From an optimization exercise on the open Yosys and OpenROAD flow, aimed at a short achievable clock period and few clock cycles; shortcuts taken in it are not production practice.
In this exercise RTL edits were held to simulation tests only and were not proved equivalent to the original.
No activity file was given, so power comes from the tool's default toggle rates.

Design lc3_datapath, start of the top module:
module lc3_datapath
  (clk,
   rst,
   mem_en,
   mem_we,
   mem_addr,
   mem_wdata,
   mem_ready,
   mem_rdata
   );
  input         clk;
  input         rst;
  output        mem_en;
  output        mem_we;
  output [15:0] mem_addr;
  output [15:0] mem_wdata;
  input         mem_ready;
  input  [15:0] mem_rdata;
  localparam CL = 5;                  
  localparam CN = 1 << CL;
  localparam TW = 16 - CL;            
  localparam [2:0] K_FETCH = 3'd0,
                   K_LOAD  = 3'd1,
                   K_LDI   = 3'd2,
                   K_STI   = 3'd3,
                   K_STORE = 3'd4,
                   K_TRAP  = 3'd5,
                   K_ADDR  = 3'd6,    
                   K_PF    = 3'd7;    
  reg [15:0] r0, r1, r2, r3, r4, r5, r6, r7;
  reg        n, z, p;
  reg [15:0] pc;      
  reg [15:0] pc1;     
  reg [15:0] ir;
  reg [2:0]  kind;
  reg        en;      
  reg        we;
  reg [15:0] mar;
  reg [15:0] mdr;
  reg [15:0] pf;      
  reg        pfv;
  reg        ex;      
  reg        lk;      
  reg [1:0]  aop;     
  reg [15:0] opa, opb;
  reg [15:0]   c_data  [0:CN-1];
  reg [TW-1:0] c_tag   [0:CN-1];
  reg [CN-1:0] c_valid;
  reg          fq;
  reg [15:0]   fqa, fqd;
  assign mem_en    = en;
  assign mem_we    = we;
  assign mem_addr  = mar;
  assign mem_wdata = mdr;
  function [15:0] ksadd;
    input [15:0] a, b;
    reg   [15:0] g, q, x;
    integer k, j;
    begin
      x = a ^ b;
      g = a & b;
      q = x;
      for (k = 0; k < 4; k = k + 1)
  ...
Settings: LEC_CHECK=0, CAP_MARGIN=20, CORE_MARGIN=2, CORE_UTILIZATION=55, PLACE_DENSITY=0.7, SETUP_SLACK_MARGIN=4.8, SLEW_MARGIN=20; clock period 7.5 ns.
run.sh (not shown) runs the stock make flow with config.mk's settings and CLKGATE_MAP_FILE= SYNTH_SCRIPT=/design/flow/synth_recipe.tcl, a recipe that flattens the netlist after the stock synthesis.
The baseline finished clean.
Testbench counts at the start, summed over its fixed seeds: cycles 115,005.
Then changed:
--- a/flow/config.mk
+++ b/flow/config.mk
@@ -9,5 +9,5 @@
 export CORE_MARGIN = 2
-export CORE_UTILIZATION = 55
-export PLACE_DENSITY = 0.7
-export SETUP_SLACK_MARGIN = 4.8
+export CORE_UTILIZATION = 40
+export PLACE_DENSITY = 0.6
+export SETUP_SLACK_MARGIN = 4.7
 export SLEW_MARGIN = 20
Result:
- final area shrinks by 1.0%
- hold slack got worse by 14 ps
- die area went up by 37%
- worst setup slack is worse by 40 ps
- clock-buffer cell count goes up by 6
- total power shrinks by 3.0%
- final cell count rose by 7.7%
- sequential power barely changes
- combinational power went down by about 7%
- first-iteration DRC count went down by 14%
Then changed:
--- a/flow/config.mk
+++ b/flow/config.mk
@@ -9,4 +9,4 @@
 export CORE_MARGIN = 2
-export CORE_UTILIZATION = 40
-export PLACE_DENSITY = 0.6
+export CORE_UTILIZATION = 65
+export PLACE_DENSITY = 0.75
 export SETUP_SLACK_MARGIN = 4.7
Result: Cell area hardly moves; non-clock buffer count goes up by 28; worst setup slack loses 250 ps.
Then changed:
--- a/flow/config.mk
+++ b/flow/config.mk
@@ -9,5 +9,5 @@
 export CORE_MARGIN = 2
-export CORE_UTILIZATION = 65
-export PLACE_DENSITY = 0.75
-export SETUP_SLACK_MARGIN = 4.7
+export CORE_UTILIZATION = 55
+export PLACE_DENSITY = 0.7
+export SETUP_SLACK_MARGIN = 4.9
 export SLEW_MARGIN = 20
=> The new run completed with no timing, DRC or antenna violations; fmax rose by 4.9%; worst setup slack gains 150 ps; design area rose by 6.0%; count of clock-buffer cells in the layout rose by 10; die area rose by 18%; critical path depth fell by 2.

lc3_datapath again, from the RTL that the note above started with.
Settings: LEC_CHECK=0, CAP_MARGIN=20, CORE_MARGIN=2, CORE_UTILIZATION=40, PLACE_DENSITY=0.6, SETUP_SLACK_MARGIN=4.6, SLEW_MARGIN=20; clock period 7.5 ns.
The first run produced a clean layout.
Testbench counts at the start, summed over its fixed seeds: cycles 115,005.
==> next run, changes <==
CORE_UTILIZATION = 55   (was 40)
PLACE_DENSITY = 0.7   (was 0.6)
SETUP_SLACK_MARGIN = 4.7   (was 4.6)
Effect: The new run ran to the end with no violations; via count rose by 5.6%; total power rose by 6.2%; final area rose by 3.3%; cell count fell by 5.8%; non-clock buffer count rose by 129; synthesized area stays the same; register-to-register slack is better by 0.08 ns; critical path depth rose by 3.

[port drivers added, routing unchanged]
In the flow no input, the clock included, has a driving cell. The finished layouts below were timed again as built, in two steps. Step 1 (the two cells are an assumption about what drives the block):
set clk [get_ports {clk}]
set_driving_cell -lib_cell sky130_fd_sc_hd__clkbuf_16 $clk
set_driving_cell -lib_cell sky130_fd_sc_hd__buf_2 [delete_from_list [all_inputs] $clk]
Step 2 also shifts input and output timing later by t, the mid clock arrival at the registers, as if the neighbouring blocks saw the same clock. a / b / c = ideal ports / drivers / drivers and shift; a / b = the first two.
| run | t (ns) | slack for setup (ns) | worst setup path at the end | worst data-port slew with drivers (ns) |
|---|---|---|---|---|
| the first run of note 1 | 0.814 | 4.501 / 4.449 / 3.635 | input to register | 0.29 |
| the second run of note 1 | 0.825 | 4.461 / 4.393 / 3.568 | input to register | 0.25 |
| the third run of note 1 | 0.836 | 4.215 / 4.037 / 3.201 | input to register | 0.33 |
| the fourth run of note 1 | 0.810 | 4.368 / 4.207 / 3.396 | input to register | 0.35 |
| the first run of note 2 | 0.821 | 4.340 / 4.370 / 3.549 | input to register | 0.32 |
| the second run of note 2 | 0.802 | 4.435 / 4.302 / 3.500 | input to register | 0.28 |
After both steps setup and hold are still met in every run listed. The setup slack of the third run of note 1, which loses most, moves by -0.178 ns with the drivers and by -1.014 ns with both steps.
